This design comes from an exercise in tuning for small area on the open sky130 flow, not from production work. Where RTL was checked, it was by simulation tests only, not by an equivalence proof against the original. The RTL of runs 1 and 2 was laid out without a check of its function. Power is estimated from default activity; no workload was simulated.

==> run.sh <==
#!/bin/bash
# synth_recipe.tcl (not shown) runs the flow's synth.tcl, then flattens the netlist and writes it again
# the make line also repeats each setting of config.mk as NAME=value (left out here)
make -C /OpenROAD-flow-scripts/flow DESIGN_CONFIG=/design/flow/config.mk WORK_HOME=/design/flow/orfs CLKGATE_MAP_FILE= SYNTH_SCRIPT=/design/flow/synth_recipe.tcl finish
==> config.mk <==
export PLATFORM = sky130hd
export DESIGN_NAME = Pipelined_Processor
export DESIGN_NICKNAME = Pipelined_Processor
export VERILOG_FILES = /design/flow/design.v
export SDC_FILE = /design/flow/constraint.sdc
export NUM_CORES = 4
export LEC_CHECK = 0
export ABC_AREA = 1
export CAP_MARGIN = 20
export CORE_MARGIN = 2
export CORE_UTILIZATION = 50
export CTS_BUF_LIST = sky130_fd_sc_hd__clkbuf_8
export SLEW_MARGIN = 20
==> constraint.sdc <==
create_clock -name core_clock -period 13.5 [get_ports {CLK}]
set_input_delay 2.7000 -clock core_clock [delete_from_list [all_inputs] [get_ports {CLK}]]
set_output_delay 2.7000 -clock core_clock [all_outputs]
set_load 0.01 [all_outputs]
==> design.v <==
`timescale 1ns / 1ps
module Pipelined_Processor(
    input CLK,
    input reset,
    output [7:0] imem_addr,
    input [15:0] imem_data,
    output [7:0] dmem_addr,
    output [7:0] dmem_wdata,
    output dmem_we,
    input [7:0] dmem_rdata,
    output [7:0] result
);
localparam C_NOP = 4'b0000, C_EQ  = 4'b0001, C_SRA = 4'b0010, C_SLL  = 4'b0011,
           C_AND = 4'b0100, C_OR  = 4'b0101, C_XOR = 4'b0110, C_NOT  = 4'b0111,
           C_ADD = 4'b1000, C_SUB = 4'b1001, C_MUL = 4'b1010, C_DIV  = 4'b1011,
           C_ADI = 4'b1100, C_LD  = 4'b1101, C_ST  = 4'b1110;
reg  [7:0] pc;
reg  [7:0] rf [0:7];
reg  [7:0] a_e, b_e;
reg  [2:0] imm_e, rd_e;
reg  [3:0] c_e;
reg  [7:0] res_m, wd_m;
reg  [2:0] rd_m;
reg        rw_m, mw_m, ld_m;
reg  [7:0] res_w;
reg  [2:0] rd_w;
reg        rw_w;
wire [3:0] op  = imem_data[15:12];
wire [2:0] fn  = imem_data[11:9];
wire [2:0] rd  = imem_data[8:6];
wire [2:0] rs1 = imem_data[5:3];
wire [2:0] rs2 = imem_data[2:0];
reg  [3:0] c_d;
always @(*) begin
    case (op)
        4'b0000:
            case (fn)
                3'b000: c_d = C_ADD;
                3'b001: c_d = C_SUB;
                3'b010: c_d = C_MUL;
                3'b011: c_d = C_DIV;
                3'b100: c_d = C_AND;
                3'b101: c_d = C_OR;
                3'b110: c_d = C_XOR;
                default: c_d = C_NOT;
            endcase
        4'b0001, 4'b1000: c_d = C_ADI;
        4'b0010: c_d = C_LD;
        4'b0011: c_d = C_ST;
        4'b0101, 4'b1001: c_d = C_EQ;
        4'b0110: c_d = C_SRA;
        4'b0111: c_d = C_SLL;
        default: c_d = C_NOP;
    endcase
end
wire [7:0] a = a_e;
wire [7:0] b = b_e;
wire rw_e = c_e[3] | c_e[2] | c_e[1];
wire ld_e = (c_e == C_LD);
wire mw_e = (c_e == C_ST);
wire src  = c_e[3] & c_e[2];
wire sub  = c_e[0] & ~c_e[2];       
wire dvm  = c_e[0];                  
genvar k, i;
wire [7:0] addb = src ? {{5{imm_e[2]}}, imm_e} : b;
wire [7:0] addx = addb ^ {8{sub}};
wire [7:0] sum;
wire [8:0] ac;                       
assign ac[0] = sub;
generate
    for (i = 0; i < 8; i = i + 1) begin : ad
        assign sum[i]  = a[i] ^ addx[i] ^ ac[i];
        assign ac[i+1] = (a[i] & addx[i]) | (ac[i] & (a[i] ^ addx[i]));
    end
endgenerate
wire [8:1] bz;                       
assign bz[8] = 1'b1;
generate
    for (k = 7; k >= 1; k = k - 1) begin : gbz
        assign bz[k] = bz[k+1] & ~b[k];
    end
endgenerate
wire [7:0] quo;
generate
    for (k = 0; k < 8; k = k + 1) begin : st
        wire [k:0]   x, yy, s, o;
        wire [k+1:0] c;
        wire         q;
        wire         m = dvm | a[7-k];
        assign c[0] = 1'b0;
        for (i = 0; i <= k; i = i + 1) begin : cb
            if (i == 0) begin : g0
                assign x[0] = dvm & ~a[7-k];
            end else begin : gn
                assign x[i] = st[k-1].o[i-1];
            end
            assign yy[i] = b[i] & m;
            assign s[i] = x[i] ^ yy[i] ^ c[i];
            assign c[i+1] = (x[i] & yy[i]) | (x[i] & c[i]) | (yy[i] & c[i]);
            if (k == 7) begin : gl
                assign o[i] = s[i];
            end else begin : gm
                assign o[i] = (q | ~dvm) ? s[i] : x[i];
            end
        end
        assign q = ~c[k+1] & bz[k+1];
        assign quo[7-k] = q;
    end
endgenerate
wire bnz = ~(bz[1] & ~b[0]);
wire [7:0] prod = st[7].o;
wire [7:0] axb = a ^ b;
reg  [7:0] ynd;                      
always @(*) begin
    case (c_e)
        C_ADD, C_SUB, C_ADI, C_LD, C_ST, 4'b1111: ynd = sum;
        C_MUL: ynd = prod;
        C_AND: ynd = a & b;
        C_OR:  ynd = a | b;
        C_NOT: ynd = ~a;
        C_XOR: ynd = axb;
        C_SRA: ynd = {a[7], a[7:1]};
        C_SLL: ynd = {a[6:0], 1'b0};
        C_EQ:  ynd = {7'd0, ~|axb};
        default: ynd = 8'd0;
    endcase
end
wire isdiv = (c_e == C_DIV);
wire [7:0] y = isdiv ? (bnz ? quo : 8'd0) : ynd;
wire zero = isdiv ? (~bnz | ~ac[8]) : (ynd == 8'd0);
wire hzd = ld_e && (rd_e != 3'd0) &&
           ((rd_e == rd) || (rd_e == rs1) || (rd_e == rs2)) &&
           (op != 4'b0101) && (op != 4'b0100);
wire [7:0] wb_m = ld_m ? dmem_rdata : res_m;    
wire fe1 = rw_e && (rd_e != 3'd0) && (rd_e == rs1);
wire fm1 = rw_m && (rd_m != 3'd0) && (rd_m == rs1);
wire fe2 = rw_e && (rd_e != 3'd0) && (rd_e == rs2);
wire fm2 = rw_m && (rd_m != 3'd0) && (rd_m == rs2);
wire [7:0] opa = fe1 ? y : fm1 ? wb_m : rf[rs1];
wire [7:0] opb = fe2 ? y : fm2 ? wb_m : rf[rs2];
wire [7:0] imm   = {{5{rs2[2]}}, rs2};
wire [7:0] pc1   = pc + 8'd1;
wire [7:0] pcimm = pc + imm;
wire [7:0] pcnz  = (op == 4'b0100) ? imm : pc1;
wire [7:0] pcz   = (op == 4'b0101) ? pcimm :
                   ((op == 4'b0100) || (op == 4'b1001)) ? imm : pc1;
wire [7:0] pcnext = zero ? pcz : pcnz;
always @(posedge CLK or posedge reset) begin
    if (reset)
        pc <= 8'd0;
    else if (!hzd)
        pc <= pcnext;
end
always @(posedge CLK or posedge reset) begin
    if (reset)
        c_e <= C_NOP;
    else if (hzd)
        c_e <= C_NOP;
    else
        c_e <= c_d;
end
always @(posedge CLK) begin
    a_e <= opa; b_e <= opb; imm_e <= rs2; rd_e <= rd;
    wd_m <= b_e; rd_m <= rd_e;
    rd_w <= rd_m;
end
always @(posedge CLK or posedge reset) begin
    if (reset) begin
        res_m <= 8'd0; rw_m <= 1'b0; mw_m <= 1'b0; ld_m <= 1'b0;
        res_w <= 8'd0; rw_w <= 1'b0;
    end else begin
        res_m <= y; rw_m <= rw_e; mw_m <= mw_e; ld_m <= ld_e;
        res_w <= wb_m; rw_w <= rw_m;
    end
end
integer n;
always @(posedge CLK or posedge reset) begin
    if (reset) begin
        for (n = 0; n < 8; n = n + 1)
            rf[n] <= n;
    end else if (rw_w) begin
        rf[rd_w] <= res_w;
    end
end
assign imem_addr  = pc;
assign dmem_addr  = res_m;
assign dmem_wdata = wd_m;
assign dmem_we    = mw_m;
assign result     = res_w;
endmodule
==> load_flow_metrics.sql, run 1 <==
INSERT INTO impl_metrics (metric_group, metric, value, unit) VALUES
('detailed_routing', 'route.detailed.drc', '0', ''),
('power_and_ir_drop', 'power.leakage', '0.00524', 'uW'),
('worst_setup_path', 'slowest_stage', 'sky130_fd_sc_hd__fa_2', ''),
('floorplanning', 'core_area', '17300', 'um^2'),
('sta', 'final.period_utilization', '1.04', ''),
('run_status', 'result_of_the_run', 'finished with violations', ''),
('cts', 'clockBufferDepth', '2', ''),
('detailed_routing', 'firstDrtPassIters', '6', ''),
('power_and_ir_drop', 'power_switching_share', '0.450', ''),
('synth', 'ys_top_cells_by_area', 'sky130_fd_sc_hd__dfrtp_1 24%, sky130_fd_sc_hd__nand2_1 14%, sky130_fd_sc_hd__dfxtp_1 8.2%', ''),
('sta', 'final_critical_path_setup_slack', '-518', 'ps'),
('finish', 'n_fill_cell', '1560', ''),
('finish', 'finalNonFillerCells', '1585', ''),
('synth', 'synth_edf_count', '0', ''),
('cts', 'cts.sinks', '132', ''),
('placed_design', 'buffer_ports.inserted', '58', ''),
('synth', 'yosysTopAreaCell', 'sky130_fd_sc_hd__dfrtp_1', ''),
('cts', 'cts_root_buffer', 'sky130_fd_sc_hd__clkbuf_8', ''),
('synth', 'post_synth_num_cell_types', '49', ''),
('floorplanning', 'fp.dieW', '137', 'um'),
('worst_setup_path', 'cp-start-kind', 'flip-flop', ''),
('sta', 'maxClockFrequency', '71.3', 'MHz'),
('detailed_routing', 'routed_vias', '8857', ''),
('floorplanning', 'placement_rows', '48', ''),
('synth', 'ys_warn_count', '2', ''),
('finish', 'area.growth.synth_to_final', '26.7', '%'),
('sta', 'final-hold-violation-count', '0', ''),
('synth', 'syn_area_per_cell', '7.47', 'um^2'),
('cts', 'clkSlewWorstSetupHoldPaths', '90', 'ps'),
('synth', 'syn_nets', '1275', ''),
('sta', 'post_route_clock_skew', '18.5', 'ps'),
('power_and_ir_drop', 'comb_power_share', '0.582', ''),
('detailed_routing', 'drt-initial-drc-count', '905', ''),
('sta', 'max_slew.worst_pin.slew', '1060', 'ps'),
('power_and_ir_drop', 'maximum_resistive_drop_on_vdd', '0.141', 'mV'),
('placed_design', 'dp.cells', '1509', ''),
('global_route', 'grt.total_usage', '0.311', ''),
('synth', 'sequential_share_of_the_synthesized_area', '0.356', ''),
('global_route', 'grt.overflow.total', '0', ''),
('sta', 'slew-limit-headroom', '0.288', ''),
('finish', 'antenna-diode-count', '0', ''),
('worst_hold_path', 'min_from', 'rd_m[2]$_DFF_P_', ''),
('synth', 'top_area_cell_type_share_of_the_netlist_area', '0.238', ''),
('sta', 'report.final.setup_viol', '14', ''),
('placed_design', 'place_hpwl', '20.8', 'mm'),
('sta', 'finalCriticalPeriod', '14020', 'ps'),
('detailed_routing', 'wire_per_inst', '18.0', 'um'),
('power_and_ir_drop', 'internal_power', '1320', 'uW'),
('cts', 'ctsHtreeMaxLevel', '4', ''),
('global_route', 'first_global_vias', '8082', ''),
('run_status', 'checkFailReasons', 'setup timing', ''),
('synth', 'synth_common_cells', '333 x sky130_fd_sc_hd__nand2_1, 132 x sky130_fd_sc_hd__inv_1, 125 x sky130_fd_sc_hd__o21ai_0', ''),
('placed_design', 'placed_area', '10300', 'um^2'),
('worst_setup_path', 'worstSetupEndpointType', 'flip-flop', ''),
('floorplanning', 'die_h', '137', 'um'),
('worst_hold_path', 'min-delay-path-class', 'reg -> reg', ''),
('power_and_ir_drop', 'powerDensity', '215', 'nW/um^2'),
('run', 'maxCapViolations', '0', ''),
('worst_setup_path', 'path_common_cell', 'sky130_fd_sc_hd__fa_2', ''),
('detailed_routing', 'vias_per_cell', '5.59', ''),
('finish', 'post-route-cell-area', '11200', 'um^2'),
('synth', 'netlist_area', '8820', 'um^2'),
('detailed_routing', 'antenna_violating_nets_post_route', '0', ''),
('synth', 'synth-seq-cells', '132', ''),
('power_and_ir_drop', 'power_switching', '1080', 'uW'),
('power_and_ir_drop', 'seqPwrFrac', '0.276', ''),
('cts', 'hold_fix_buffer_count_after_cts', '0', ''),
('global_route', 'initial_antenna_violation_count', '0', ''),
('sta', 'drv_slew', '0', ''),
('worst_setup_path', 'critical_path_required', '13840', 'ps'),
('placed_design', 'globalplace.congestion', '0.983', '');
==> stage by stage <==
stage	hold WS, ps	utilization
finish	416	0.647
global route	428	0.647
CTS	418	0.634
detailed placement	382	0.593
global placement	397	0.593
floorplan	354	-
==> logic make-up (layout without fill, tap and decap cells) <==
group / count (synthesis) / after routing / synth area share
xor+xnor: 30 / 30 / 0.0298
fa+ha+maj: 68 / 68 / 0.127
simple gates: 554 / 554 / 0.261
compound gates: 225 / 225 / 0.147
buf+inv: 164 / 343 / 0.0702
mux: 8 / 8 / 0.00950
flops: 132 / 132 / 0.356
==> final timing paths <==
kind	depth (start not counted)	end	slack, ps
setup reg to reg	74	pc[7]$_DFFE_PP0N_	-520
hold reg to reg	0	rd_w[2]$_DFF_P_	420
min in group asynchronous	2	rf[4][1]$_DFFE_PP0P_	2510
hold / removal	0	rd_w[2]$_DFF_P_	420
max in group asynchronous	4	rf[6][2]$_DFFE_PP1P_	9900
setup / recovery	74	pc[7]$_DFFE_PP0N_	-520
==> power by group through the flow <==
stage	clock (uW)	sequential [uW]	combinational (uW)
6_report	340	665	1400
2_1_floorplan	0	647	743
4_1_cts	344	658	1320
3_3_place_gp	0	664	1220
3_5_place_dp	0	663	1230
5_1_grt	364	680	1560
==> area by class of cell <==
cell class,count,area (um^2),area share
Clock buffer,17,234,0.0209
Clock inverter,15,158,0.0141
Inverter,139,532,0.0475
Multi-Input combinational cell,885,5370,0.480
Sequential cell,132,3140,0.281
Tap cell,225,282,0.0252
Timing Repair Buffer,172,1470,0.131
==> state kept, by name, indices dropped and copies added (netlist names), 4 cells and up <==
| name | count |
|---|---|
| a_e | 8 |
| b_e | 8 |
| c_e | 4 |
| pc | 8 |
| res_m | 8 |
| res_w | 8 |
| rf | 64 |
| wd_m | 8 |
==> repair_timing <==
item | 4_1_cts | 5_1_grt
setup buffers | 32 | 11
hold endpoints to repair | 0 | 0
resized for setup | 21 | 31
endpoints found under the setup margin | 16 | 25
pin swaps | 17 | 27
==> layout by cell type (no fill, tap or decap), types with 8 or more instances in the layout <==
| cell | count |
|---|---|
| sky130_fd_sc_hd__dfstp_2 | 12 |
| sky130_fd_sc_hd__o21ai_0 | 119 |
| sky130_fd_sc_hd__clkdlybuf4s50_1 | 58 |
| sky130_fd_sc_hd__dfxtp_1 | 35 |
| sky130_fd_sc_hd__inv_2 | 15 |
| sky130_fd_sc_hd__nand2_1 | 315 |
| sky130_fd_sc_hd__nor2_4 | 9 |
| sky130_fd_sc_hd__clkbuf_8 | 17 |
| sky130_fd_sc_hd__buf_4 | 110 |
| sky130_fd_sc_hd__ha_1 | 31 |
| sky130_fd_sc_hd__o22ai_1 | 15 |
| sky130_fd_sc_hd__a221oi_1 | 8 |
| sky130_fd_sc_hd__xor2_1 | 16 |
| sky130_fd_sc_hd__nand4_1 | 25 |
| sky130_fd_sc_hd__nor2_1 | 107 |
| sky130_fd_sc_hd__fa_2 | 28 |
| sky130_fd_sc_hd__inv_6 | 8 |
| sky130_fd_sc_hd__a21oi_1 | 27 |
| sky130_fd_sc_hd__dfrtp_1 | 83 |
| sky130_fd_sc_hd__xnor2_1 | 14 |
| sky130_fd_sc_hd__nand3_1 | 47 |
| sky130_fd_sc_hd__inv_1 | 120 |
| sky130_fd_sc_hd__o211ai_1 | 11 |
| sky130_fd_sc_hd__nand2_2 | 19 |
| sky130_fd_sc_hd__fa_1 | 8 |
==> worst max-delay path, delay by kind of cell, from the launching register on <==
kind            cells  cell delay [ps]
compound gates      6              490
flops               1              340
buf+inv             8              510
simple gates       32             3210
fa+ha+maj          28             9360
==> per-layer routing <==
| metal | GRT usage | share of wire | up-vias |
|---|---|---|---|
| met4 | 0.0962 | 0.024 | 0 |
| met2 | 0.463 | 0.44 | 395 |
| met3 | 0.0604 | 0.082 | 53 |
| met5 | 0 | 0 | - |
| met1 | 0.458 | 0.45 | 4185 |
| li1 | - | - | 4224 |
==> run 2: changes to the inputs <==
--- a/config.mk
+++ b/config.mk
@@ -11,3 +11,2 @@
 export CORE_UTILIZATION = 50
-export CTS_BUF_LIST = sky130_fd_sc_hd__clkbuf_8
 export SLEW_MARGIN = 20
==> load_flow_metrics.sql, run 2 <==
INSERT INTO impl_metrics (metric_group, metric, value, unit) VALUES
('floorplanning', 'placement_rows', '48', ''),
('detailed_routing', 'firstDrtPassIters', '6', ''),
('cts', 'cts_root_buffer', 'sky130_fd_sc_hd__clkbuf_16', ''),
('finish', 'antenna-diode-count', '0', ''),
('floorplanning', 'die_h', '137', 'um'),
('cts', 'clockBufferDepth', '2', ''),
('worst_setup_path', 'cp_slowest_stage_delay', '420', 'ps'),
('synth', 'async_flop_share', '0.727', ''),
('synth', 'synth_common_cells', '333 x sky130_fd_sc_hd__nand2_1, 132 x sky130_fd_sc_hd__inv_1, 125 x sky130_fd_sc_hd__o21ai_0', ''),
('synth', 'synthCells', '1181', ''),
('worst_setup_path', 'critical_path_class', 'reg -> reg', ''),
('finish', 'drive_above_1_share', '0.208', ''),
('run', 'maxCapViolations', '0', ''),
('sta', 'finalCriticalPeriod', '14060', 'ps'),
('global_route', 'first_global_vias', '8194', ''),
('synth', 'synth-seq-cells', '132', ''),
('sta', 'slew-limit-headroom', '0.246', ''),
('cts', 'cts.sinks', '132', ''),
('synth', 'ys_top_cells_by_area', 'sky130_fd_sc_hd__dfrtp_1 24%, sky130_fd_sc_hd__nand2_1 14%, sky130_fd_sc_hd__dfxtp_1 8.2%', ''),
('worst_setup_path', 'rr_worst_depth', '77', ''),
('worst_setup_path', 'critical_path_required', '13810', 'ps'),
('sta', 'drv_slew', '0', ''),
('cts', 'clkSlewWorstSetupHoldPaths', '60', 'ps'),
('sta', 'final.period_utilization', '1.04', ''),
('synth', 'synthMostInstantiatedCell', 'sky130_fd_sc_hd__nand2_1', ''),
('cts', 'ctsHtreeMaxLevel', '4', ''),
('sta', 'rsz0062_at_grt', 'yes', ''),
('finish', 'layout_common_cells', '315 x sky130_fd_sc_hd__nand2_1, 127 x sky130_fd_sc_hd__buf_4, 119 x sky130_fd_sc_hd__inv_1', ''),
('worst_setup_path', 'r2r_setup_slack', '-560', 'ps'),
('global_route', 'grt.total_usage', '0.314', ''),
('cts', 'numCtsBuffers', '17', ''),
('run_status', 'checkFailReasons', 'setup timing', ''),
('synth', 'netlist_area', '8820', 'um^2'),
('power_and_ir_drop', 'powerDensity', '225', 'nW/um^2'),
('detailed_routing', 'drt-initial-drc-count', '998', ''),
('detailed_routing', 'routed_vias', '9001', ''),
('worst_setup_path', 'timing.critical_path.fanout_max', '8', ''),
('finish', 'finalNonFillerCells', '1602', ''),
('sta', 'report.final.setup_viol', '14', ''),
('detailed_routing', 'antenna_violating_nets_post_route', '0', ''),
('finish', 'largest_register_ffs', '64', ''),
('synth', 'sequential_share_of_the_synthesized_area', '0.356', ''),
('placed_design', 'place_hpwl', '20.8', 'mm'),
('finish', 'area.growth.synth_to_final', '30.6', '%'),
('sta', 'maxClockFrequency', '71.1', 'MHz'),
('synth', 'top_area_cell_type_share_of_the_netlist_area', '0.238', ''),
('detailed_routing', 'vias_per_cell', '5.62', ''),
('placed_design', 'buffer_ports.inserted', '58', ''),
('worst_setup_path', 'cp-start-kind', 'flip-flop', ''),
('synth', 'syn_nets', '1275', ''),
('floorplanning', 'die_area', '18700', 'um^2'),
('placed_design', 'globalplace.congestion', '0.983', ''),
('worst_setup_path', 'worstSetupEndpointType', 'flip-flop', ''),
('worst_setup_path', 'critPathCapture', 'pc[3]$_DFFE_PP0N_', ''),
('global_route', 'grt_start_max_net_pins', '77', ''),
('finish', 'registers.top_by_ff_count', 'rf', ''),
('detailed_routing', 'wire_per_inst', '18.0', 'um'),
('worst_setup_path', 'path_common_cell', 'sky130_fd_sc_hd__fa_2', ''),
('finish', 'most_common_cell_after_layout_fill_and_taps_aside', 'sky130_fd_sc_hd__nand2_1', ''),
('placed_design', 'dp.cells', '1509', ''),
('floorplanning', 'fp.dieW', '137', 'um'),
('synth', 'synth_edf_count', '0', ''),
('sta', 'post_route_clock_skew', '13.7', 'ps'),
('worst_setup_path', 'rr_endpoint', 'pc[3]$_DFFE_PP0N_', ''),
('power_and_ir_drop', 'power.leakage', '0.00542', 'uW'),
('worst_setup_path', 'worstSetupStartpoint', 'b_e[7]$_DFF_P_', ''),
('synth', 'syn_area_per_cell', '7.47', 'um^2'),
('synth', 'ys_warn_count', '2', ''),
('synth', 'yosysTopAreaCell', 'sky130_fd_sc_hd__dfrtp_1', ''),
('floorplanning', 'core_area', '17300', 'um^2'),
('global_route', 'grt.overflow.total', '0', ''),
('power_and_ir_drop', 'maximum_resistive_drop_on_vdd', '0.141', 'mV'),
('floorplanning', 'design.portCount', '59', ''),
('cts', 'clk-insertion-delay-late', '430', 'ps'),
('worst_setup_path', 'slowest_stage', 'sky130_fd_sc_hd__fa_2', ''),
('synth', 'post_synth_num_cell_types', '49', ''),
('detailed_routing', 'route.detailed.drc', '0', ''),
('finish', 'post-route-util', '0.666', ''),
('sta', 'final_critical_path_setup_slack', '-563', 'ps'),
('global_route', 'initial_antenna_violation_count', '0', ''),
('global_route', 'grt_first_pass_wirelength', '44.4', 'mm'),
('floorplanning', 'start_util', '0.510', ''),
('finish', 'number_of_nets_in_the_layout', '1458', ''),
('sta', 'max_slew.worst_pin.slew', '1120', 'ps'),
('worst_hold_path', 'min-delay-path-class', 'reg -> reg', ''),
('worst_setup_path', 'worstPathArrival', '14380', 'ps'),
('detailed_routing', 'routed_wl', '28.9', 'mm'),
('worst_setup_path', 'r2r_start', 'b_e[7]$_DFF_P_', ''),
('synth', 'postSynth.topFlopCell', 'sky130_fd_sc_hd__dfrtp_1', ''),
('run_status', 'result_of_the_run', 'finished with violations', ''),
('cts', 'hold_fix_buffer_count_after_cts', '0', ''),
('cts', 'tritoncts', 'built', ''),
('sta', 'final-hold-violation-count', '0', '');
run 2: cell counts after synthesis:
No cell type changed its count.
run 2: cell type report:
type,instances,area [um^2]
inverters,139,532
multi-input cells,885,5390
repair buffers,189,1600
clock buffers,17,425
clock inverters,15,158
well taps,225,282
flip-flops and latches,132,3140
fillers,1520,5770
run 2: per-layer routing:
metal | share of wire | track usage | vias to the layer above
met4 | 0.027 | 0.0899 | 0
met5 | 0 | 0 | -
met1 | 0.44 | 0.462 | 4223
met2 | 0.44 | 0.474 | 456
li1 | - | - | 4251
met3 | 0.088 | 0.0567 | 71
run 2: through the flow:
step                power (uW)  hold slack [ps]  TNS, ps  setup slack (ps)  cell area, um^2
finish                    2590              415    -5580              -563            11500
CTS                       2490              415    -3430              -376            11300
floorplan                 1390              354    -2450              -334             8970
global route              2790              424   -15180             -1150            11500
detailed placement        1890              382    -7280              -709            10300
global placement          1880              397    -4260              -461            10300
run 2: worst min path at each step:
stage / from / endpoint / slack (ps) / depth (start not counted)
final: rd_m[2]$_DFF_P_ / rd_w[2]$_DFF_P_ / 420 / 0
after detailed placement: rw_m$_DFF_PP0_ / rw_w$_DFF_PP0_ / 380 / 0
after global placement: rw_m$_DFF_PP0_ / rw_w$_DFF_PP0_ / 400 / 0
after floorplan: rw_m$_DFF_PP0_ / rw_w$_DFF_PP0_ / 350 / 0
after global routing: rd_m[2]$_DFF_P_ / rd_w[2]$_DFF_P_ / 420 / 0
after CTS: rw_m$_DFF_PP0_ / rw_w$_DFF_PP0_ / 420 / 0
run 2: cell families after synthesis:
family	share of synthesized area
AO/OA/AOI/OAI	0.147
XOR/XNOR	0.0298
adder cells (fa/ha/maj)	0.127
buffers and inverters	0.0702
flip-flops	0.356
multiplexers	0.00950
AND/OR/NAND/NOR	0.261
run 2: power by group:
| part | switching, uW | internal, uW | leakage (uW) |
|---|---|---|---|
| clock network | 202 | 262 | 0.000282 |
| registers | 130 | 535 | 0.00153 |
| logic | 784 | 679 | 0.00360 |
| total | 1120 | 1480 | 0.00542 |
run 2: what timing repair did:
action / 4_1_cts / 5_1_grt
endpoints found under the setup margin: 16 / 26
gates resized for setup: 23 / 40
gates cloned: 0 / 0
pin swaps: 20 / 34
hold endpoints to repair: 0 / 0
buffers inserted: 48 / 15
run 2: critical path, delay by kind of cell, from the launching register on:
| kind | cells | cell delay, ps |
|---|---|---|
| AO/OA/AOI/OAI | 5 | 440 |
| adder cells (fa/ha/maj) | 25 | 8370 |
| buffers and inverters | 23 | 2440 |
| flip-flops | 1 | 340 |
| AND/OR/NAND/NOR | 24 | 2350 |
==> run 3: changes to the inputs <==
--- a/design.v
+++ b/design.v
@@ -85,6 +85,7 @@
     for (k = 0; k < 8; k = k + 1) begin : st
-        wire [k:0]   x, yy, s, o;
+        wire [k:0]   x, yy, o;
         wire [k+1:0] c;
         wire         q;
-        wire         m = dvm | a[7-k];
+        wire         m   = dvm | a[7-k];
+        wire         sel = q | ~dvm;         
         assign c[0] = 1'b0;
@@ -96,9 +97,8 @@
             end
-            assign yy[i] = b[i] & m;
-            assign s[i] = x[i] ^ yy[i] ^ c[i];
-            assign c[i+1] = (x[i] & yy[i]) | (x[i] & c[i]) | (yy[i] & c[i]);
+            assign yy[i]  = b[i] & m;
+            assign c[i+1] = (x[i] & yy[i]) | (c[i] & (x[i] | yy[i]));
             if (k == 7) begin : gl
-                assign o[i] = s[i];
+                assign o[i] = x[i] ^ yy[i] ^ c[i];
             end else begin : gm
-                assign o[i] = (q | ~dvm) ? s[i] : x[i];
+                assign o[i] = x[i] ^ (sel & (yy[i] ^ c[i]));
             end
--- a/config.mk
+++ b/config.mk
@@ -10,3 +10,4 @@
 export CORE_MARGIN = 2
-export CORE_UTILIZATION = 50
+export CORE_UTILIZATION = 65
+export CTS_BUF_LIST = sky130_fd_sc_hd__clkbuf_8
 export SLEW_MARGIN = 20
==> load_flow_metrics.sql, run 3 <==
INSERT INTO impl_metrics (metric_group, metric, value, unit) VALUES
('synth', 'ys_top_cells_by_area', 'sky130_fd_sc_hd__dfrtp_1 23%, sky130_fd_sc_hd__nand2_1 12%, sky130_fd_sc_hd__dfxtp_1 8.0%', ''),
('detailed_routing', 'route.detailed.drc', '0', ''),
('cts', 'hold_fix_buffer_count_after_cts', '0', ''),
('detailed_routing', 'wire_per_inst', '17.8', 'um'),
('worst_setup_path', 'cp-start-kind', 'flip-flop', ''),
('sta', 'post_route_clock_skew', '15.2', 'ps'),
('detailed_routing', 'antenna_violating_nets_post_route', '0', ''),
('finish', 'number_of_nets_in_the_layout', '1352', ''),
('finish', 'post-route-util', '0.761', ''),
('detailed_routing', 'routed_wl', '26.2', 'mm'),
('worst_setup_path', 'worstPathArrival', '10730', 'ps'),
('synth', 'async_flop_share', '0.727', ''),
('finish', 'area.sequential', '3140', 'um^2'),
('placed_design', 'globalplace.congestion', '1.02', ''),
('power_and_ir_drop', 'powerDensity', '210', 'nW/um^2'),
('placed_design', 'buffer_ports.inserted', '58', ''),
('cts', 'postCtsSetupBuffers', '0', ''),
('run_status', 'result_of_the_run', 'no timing/DRC/antenna violations', ''),
('finish', 'drive_above_1_share', '0.0801', ''),
('power_and_ir_drop', 'maximum_resistive_drop_on_vdd', '0.121', 'mV'),
('worst_setup_path', 'cp_slowest_stage_delay', '780', 'ps'),
('cts', 'cts_root_buffer', 'sky130_fd_sc_hd__clkbuf_8', ''),
('global_route', 'grt_start_max_net_pins', '69', ''),
('sta', 'maxClockFrequency', '96.2', 'MHz'),
('floorplanning', 'die_h', '121', 'um'),
('synth', 'synth_common_cells', '279 x sky130_fd_sc_hd__nand2_1, 170 x sky130_fd_sc_hd__inv_1, 124 x sky130_fd_sc_hd__o21ai_0', ''),
('power_and_ir_drop', 'clock_power_share', '0.179', ''),
('run', 'maxCapViolations', '0', ''),
('sta', 'drv_slew', '0', ''),
('sta', 'finalCriticalPeriod', '10390', 'ps'),
('sta', 'final-hold-violation-count', '0', ''),
('finish', 'most_common_cell_after_layout_fill_and_taps_aside', 'sky130_fd_sc_hd__nand2_1', ''),
('placed_design', 'place_hpwl', '19.3', 'mm'),
('floorplanning', 'fp.dieW', '121', 'um'),
('worst_hold_path', 'timing.hold.worst_path_depth', '0', ''),
('worst_setup_path', 'rr_worst_depth', '69', ''),
('synth', 'synth_edf_count', '0', ''),
('worst_setup_path', 'path_common_cell', 'sky130_fd_sc_hd__nand2_1', ''),
('worst_setup_path', 'timing.critical_path.fanout_max', '20', ''),
('synth', 'syn_nets', '1293', ''),
('synth', 'netlist_area', '8970', 'um^2'),
('worst_setup_path', 'slowest_stage', 'sky130_fd_sc_hd__a2111oi_0', ''),
('synth', 'top_area_cell_type_share_of_the_netlist_area', '0.234', ''),
('synth', 'sequential_share_of_the_synthesized_area', '0.350', ''),
('global_route', 'initial_antenna_violation_count', '0', ''),
('cts', 'numCtsBuffers', '17', ''),
('global_route', 'grt_first_pass_wirelength', '42.2', 'mm'),
('detailed_routing', 'drt-initial-drc-count', '1217', ''),
('worst_setup_path', 'critical_path_required', '13840', 'ps'),
('worst_setup_path', 'critical_path_class', 'reg -> reg', ''),
('power_and_ir_drop', 'internal_power', '1160', 'uW'),
('floorplanning', 'die_area', '14800', 'um^2'),
('sta', 'max_slew.worst_pin.slew', '1250', 'ps'),
('synth', 'synthMostInstantiatedCell', 'sky130_fd_sc_hd__nand2_1', ''),
('synth', 'yosysTopAreaCell', 'sky130_fd_sc_hd__dfrtp_1', ''),
('synth', 'syn_area_per_cell', '7.31', 'um^2'),
('global_route', 'first_global_vias', '8349', ''),
('finish', 'n_fill_cell', '1059', ''),
('floorplanning', 'design.portCount', '59', ''),
('power_and_ir_drop', 'power_switching_share', '0.456', ''),
('detailed_routing', 'vias_per_cell', '6.03', ''),
('synth', 'postSynth.topFlopCell', 'sky130_fd_sc_hd__dfrtp_1', ''),
('power_and_ir_drop', 'seqPwrFrac', '0.322', ''),
('synth', 'synthCells', '1227', ''),
('cts', 'clockBufferDepth', '2', ''),
('synth', 'post_synth_num_cell_types', '56', ''),
('finish', 'antenna-diode-count', '0', ''),
('cts', 'clkSlewWorstSetupHoldPaths', '80', 'ps'),
('sta', 'finalSetupTns', '0', 'ps'),
('global_route', 'grt.total_usage', '0.372', ''),
('cts', 'ctsHtreeMaxLevel', '4', ''),
('worst_setup_path', 'r2r_setup_slack', '3110', 'ps'),
('finish', 'multiInputGateArea', '5050', 'um^2'),
('sta', 'slew-limit-headroom', '0.163', ''),
('sta', 'rsz0062_at_grt', 'no', ''),
('cts', 'clk-insertion-delay-late', '470', 'ps'),
('power_and_ir_drop', 'power.leakage', '0.00472', 'uW'),
('floorplanning', 'start_util', '0.672', ''),
('synth', 'ys_warn_count', '2', ''),
('floorplanning', 'placement_rows', '42', ''),
('sta', 'final.period_utilization', '0.770', ''),
('finish', 'layout_common_cells', '279 x sky130_fd_sc_hd__nand2_1, 170 x sky130_fd_sc_hd__inv_1, 124 x sky130_fd_sc_hd__o21ai_0', ''),
('detailed_routing', 'firstDrtPassIters', '6', ''),
('worst_setup_path', 'worstSetupEndpointType', 'flip-flop', ''),
('finish', 'area.growth.synth_to_final', '13.2', '%'),
('synth', 'synth-seq-cells', '132', ''),
('finish', 'largest_register_ffs', '64', ''),
('cts', 'cts.sinks', '132', ''),
('floorplanning', 'core_area', '13300', 'um^2'),
('detailed_routing', 'routed_vias', '8893', ''),
('cts', 'post_cts_resized', '0', ''),
('global_route', 'grt.overflow.total', '0', ''),
('power_and_ir_drop', 'power_switching', '972', 'uW'),
('finish', 'registers.top_by_ff_count', 'rf', ''),
('cts', 'tritoncts', 'built', ''),
('sta', 'report.final.setup_viol', '0', ''),
('power_and_ir_drop', 'comb_power_share', '0.499', ''),
('worst_hold_path', 'min-delay-path-class', 'reg -> reg', '');
## run 3: power by group through the flow
| stage | registers [uW] | logic (uW) | clock network (uW) |
|---|---|---|---|
| finish | 687 | 1060 | 382 |
| global route | 703 | 1190 | 397 |
| CTS | 681 | 1050 | 381 |
| detailed placement | 686 | 1040 | 0 |
| global placement | 684 | 1020 | 0 |
| floorplan | 663 | 723 | 0 |
## run 3: cell families (layout without fill, tap and decap cells)
kind of cell    after synthesis  count (layout)  synth area share
mux                           8               8           0.00963
simple gates                535             535             0.262
flops                       132             132             0.350
xor+xnor                     46              46            0.0466
buf+inv                     204             276            0.0875
compound gates              262             262             0.176
fa+ha+maj                    40              40            0.0684
## run 3: through the flow
| stage | power [uW] | hold slack [ps] | cells | worst slack [ps] | cell area [um^2] |
|---|---|---|---|---|---|
| 3_5_place_dp | 1730 | 375 | 1443 | 3410 | 9700 |
| 2_1_floorplan | 1390 | 350 | 1227 | 5020 | 8970 |
| 3_3_place_gp | 1700 | 375 | 1443 | 3680 | 9700 |
| 4_1_cts | 2110 | 387 | 1475 | 3360 | 10200 |
| 5_1_grt | 2290 | 399 | 1475 | 2190 | 10200 |
| 6_report | 2130 | 391 | 1475 | 3110 | 10200 |
## run 3: worst paths after layout
check                                       from                   end
worst max register to register  c_e[0]$_DFF_PP0_     pc[1]$_DFFE_PP0N_
worst min register to register    b_e[4]$_DFF_P_       wd_m[4]$_DFF_P_
worst max-delay path            c_e[0]$_DFF_PP0_     pc[1]$_DFFE_PP0N_
max in group asynchronous                  reset    res_m[3]$_DFF_PP0_
worst min-delay path              b_e[4]$_DFF_P_       wd_m[4]$_DFF_P_
min in group asynchronous                  reset  rf[6][0]$_DFFE_PP0P_
## run 3: metal layers
layer | up-vias | GRT usage | routed length (um)
met5 | - | 0 | 0
met4 | 0 | 0.139 | 770
met3 | 80 | 0.0982 | 2920
met2 | 516 | 0.560 | 11700
met1 | 4107 | 0.516 | 10800
li1 | 4190 | - | -
## run 3: cell type report
type | instances | share of cell area
Multi-Input combinational cell | 891 | 0.497
Sequential cell | 132 | 0.309
Inverter | 181 | 0.0672
Timing Repair Buffer | 63 | 0.0609
Clock buffer | 18 | 0.0244
Tap cell | 176 | 0.0217
Clock inverter | 14 | 0.0200
## run 3: worst max-delay path: cells and delay by family, from the launching register on
family                   cells  cell delay [ps]
adder cells (fa/ha/maj)      6             2370
flip-flops                   1              330
AO/OA/AOI/OAI                4             1070
buffers and inverters        7             1240
XOR/XNOR                     2              520
AND/OR/NAND/NOR             50             4700
==> run 4: changes to the inputs <==
--- a/config.mk
+++ b/config.mk
@@ -10,3 +10,3 @@
 export CORE_MARGIN = 2
-export CORE_UTILIZATION = 65
+export CORE_UTILIZATION = 50
 export CTS_BUF_LIST = sky130_fd_sc_hd__clkbuf_8
==> load_flow_metrics.sql, run 4 <==
INSERT INTO impl_metrics (metric_group, metric, value, unit) VALUES
('floorplanning', 'core_area', '17400', 'um^2'),
('synth', 'sequential_share_of_the_synthesized_area', '0.350', ''),
('floorplanning', 'design.portCount', '59', ''),
('synth', 'synth-seq-cells', '132', ''),
('cts', 'tritoncts', 'built', ''),
('finish', 'area.growth.synth_to_final', '13.9', '%'),
('cts', 'clockBufferDepth', '2', ''),
('worst_hold_path', 'timing.hold.worst_path_depth', '0', ''),
('floorplanning', 'die_h', '138', 'um'),
('sta', 'final.period_utilization', '0.757', ''),
('synth', 'postSynth.topFlopCell', 'sky130_fd_sc_hd__dfrtp_1', ''),
('placed_design', 'place_hpwl', '20.4', 'mm'),
('sta', 'finalSetupTns', '0', 'ps'),
('sta', 'post_route_clock_skew', '15.1', 'ps'),
('detailed_routing', 'firstDrtPassIters', '5', ''),
('sta', 'maxClockFrequency', '97.9', 'MHz'),
('detailed_routing', 'drt-initial-drc-count', '706', ''),
('cts', 'numCtsBuffers', '17', ''),
('synth', 'synthCells', '1227', ''),
('power_and_ir_drop', 'internal_power', '1110', 'uW'),
('synth', 'yosysTopAreaCell', 'sky130_fd_sc_hd__dfrtp_1', ''),
('finish', 'registers.top_by_ff_count', 'rf', ''),
('finish', 'layout_common_cells', '279 x sky130_fd_sc_hd__nand2_1, 169 x sky130_fd_sc_hd__inv_1, 124 x sky130_fd_sc_hd__o21ai_0', ''),
('synth', 'netlist_area', '8970', 'um^2'),
('global_route', 'first_global_vias', '7876', ''),
('synth', 'post_synth_num_cell_types', '56', ''),
('cts', 'post_cts_resized', '0', ''),
('worst_setup_path', 'crit_path_buffers_inverters', '7', ''),
('power_and_ir_drop', 'comb_power_share', '0.507', ''),
('run_status', 'result_of_the_run', 'no timing/DRC/antenna violations', ''),
('power_and_ir_drop', 'power_switching', '976', 'uW'),
('worst_setup_path', 'cpLargestDelayFamily', 'simple AND/OR/NAND/NOR gates', ''),
('detailed_routing', 'vias_per_cell', '5.50', ''),
('sta', 'drv_slew', '0', ''),
('synth', 'top_area_cell_type_share_of_the_netlist_area', '0.234', ''),
('finish', 'post-route-util', '0.587', ''),
('power_and_ir_drop', 'power.leakage', '0.00472', 'uW'),
('worst_setup_path', 'rr_worst_depth', '66', ''),
('finish', 'drive_above_1_share', '0.0860', ''),
('cts', 'postCtsSetupBuffers', '0', ''),
('detailed_routing', 'wire_per_inst', '17.5', 'um'),
('cts', 'clkSlewWorstSetupHoldPaths', '90', 'ps'),
('placed_design', 'globalplace.congestion', '0.998', ''),
('finish', 'antenna-diode-count', '0', ''),
('detailed_routing', 'route.detailed.drc', '0', ''),
('power_and_ir_drop', 'seqPwrFrac', '0.327', ''),
('detailed_routing', 'antenna_violating_nets_post_route', '0', ''),
('power_and_ir_drop', 'power_switching_share', '0.468', ''),
('cts', 'ctsHtreeMaxLevel', '4', ''),
('sta', 'slew-limit-headroom', '0.215', ''),
('worst_setup_path', 'worstSetupEndpointType', 'flip-flop', ''),
('sta', 'max_slew.worst_pin.slew', '1170', 'ps'),
('worst_setup_path', 'critical_path_required', '13830', 'ps'),
('placed_design', 'detailedPlace.worstSlack', '3480', 'ps'),
('finish', 'area.sequential', '3140', 'um^2'),
('synth', 'syn_area_per_cell', '7.31', 'um^2'),
('cts', 'cts.sinks', '132', ''),
('worst_setup_path', 'timing.critical_path.fanout_max', '14', ''),
('worst_setup_path', 'path_common_cell', 'sky130_fd_sc_hd__nand2_1', ''),
('run', 'maxCapViolations', '0', ''),
('worst_setup_path', 'cp-start-kind', 'flip-flop', ''),
('detailed_routing', 'routed_vias', '8408', ''),
('detailed_routing', 'routed_wl', '26.8', 'mm'),
('synth', 'synth_edf_count', '0', ''),
('synth', 'ys_warn_count', '2', ''),
('worst_setup_path', 'slowest_stage', 'sky130_fd_sc_hd__nor4_1', ''),
('finish', 'n_fill_cell', '1687', ''),
('floorplanning', 'die_area', '19000', 'um^2'),
('finish', 'multiInputGateArea', '5060', 'um^2'),
('synth', 'async_flop_share', '0.727', ''),
('synth', 'synth_common_cells', '279 x sky130_fd_sc_hd__nand2_1, 170 x sky130_fd_sc_hd__inv_1, 124 x sky130_fd_sc_hd__o21ai_0', '');
run 4: changes by cell type in the layout (fill, tap and decap cells not counted), sizes merged:
cell,change
bufinv,-3
inv,+6
clkinv,-2
buf,+4
clkinvlp,-1
run 4: kinds of logic (layout without fill, tap and decap cells):
kind of cell             count (synthesis)  after routing  share of synthesized area
XOR/XNOR                                46             46                     0.0466
AO/OA/AOI/OAI                          262            262                      0.176
AND/OR/NAND/NOR                        535            535                      0.262
adder cells (fa/ha/maj)                 40             40                     0.0684
flip-flops                             132            132                      0.350
buffers and inverters                  204            280                     0.0875
multiplexers                             8              8                    0.00963
run 4: power groups by stage:
stage,clock network [uW],logic (uW),registers [uW]
after global routing,371,1200,701
after CTS,350,1050,680
after global placement,0,1040,686
final,346,1060,683
after detailed placement,0,1050,686
after floorplan,0,723,663
run 4: through the flow:
| step | std cells | hold slack, ps | total power, uW | cell area [um^2] |
|---|---|---|---|---|
| final | 1528 | 399 | 2090 | 10200 |
| after global routing | 1528 | 408 | 2270 | 10200 |
| after CTS | 1528 | 403 | 2080 | 10200 |
| after detailed placement | 1496 | 389 | 1730 | 9800 |
| after global placement | 1496 | 374 | 1730 | 9800 |
| after floorplan | 1227 | 350 | 1390 | 8970 |
run 4: layer usage:
metal | global-route usage | part of all wire | vias up
met2 | 0.436 | 0.43 | 307
met3 | 0.0585 | 0.081 | 43
li1 | - | - | 4200
met1 | 0.437 | 0.47 | 3858
met5 | 0 | 0 | -
met4 | 0.0726 | 0.017 | 0
run 4: worst paths after layout:
check,startpoint,end,slack [ps]
max in group asynchronous,reset,res_m[4]$_DFF_PP0_,9710
min in group asynchronous,reset,rf[2][0]$_DFFE_PP0P_,2530
hold reg to reg,b_e[5]$_DFF_P_,wd_m[5]$_DFF_P_,400
setup reg to reg,b_e[0]$_DFF_P_,pc[1]$_DFFE_PP0N_,3290
setup / recovery,b_e[0]$_DFF_P_,pc[1]$_DFFE_PP0N_,3290
hold / removal,b_e[5]$_DFF_P_,wd_m[5]$_DFF_P_,400
run 4: worst register-to-register path, delay by kind of cell (launching register included):
kind                       cells  cell delay, ps
and+or+nand+nor               45            4780
xor gates and xnor gates       2             610
adders and majority gates      7            2610
buffers and inverters          7            1260
AOI/OAI and AO/OA              5             570
DFF                            1             300
run 4: final cells by class:
type | count | share of cell area
Clock buffer | 18 | 0.0242
Clock inverter | 14 | 0.0157
Inverter | 181 | 0.0667
Multi-Input combinational cell | 891 | 0.495
Sequential cell | 132 | 0.307
Tap cell | 225 | 0.0275
Timing Repair Buffer | 67 | 0.0634

[afterwards: timing with drivers on the ports]
Ports are ideal in the flow. The routed layouts listed here were re-timed in OpenROAD.
Step 1: set_driving_cell puts a clkbuf_16 on CLK and a buf_2 on each other input, an assumption about the parent block.
Step 2 adds t to the input delays and takes it off the output delays; t is the mean of the earliest and latest rising clock arrival at the registers after step 1. Input paths then give back, and output paths get back, about the clock's delay inside the block.
a / b / c = ideal ports / drivers / drivers and shift; a / b = the first two.
| run | t (ns) | setup WS [ns] | latest minus earliest clock arrival (ns) |
|---|---|---|---|
| run 1 | 0.500 | -0.518 / -0.518 / -0.518 | 0.018 / 0.019 |
| run 2 | 0.470 | -0.563 / -0.563 / -0.563 | 0.016 / 0.016 |
| run 3 | 0.498 | 3.110 / 3.110 / 3.110 | 0.016 / 0.015 |
| run 4 | 0.491 | 3.286 / 3.286 / 3.286 | 0.016 / 0.016 |
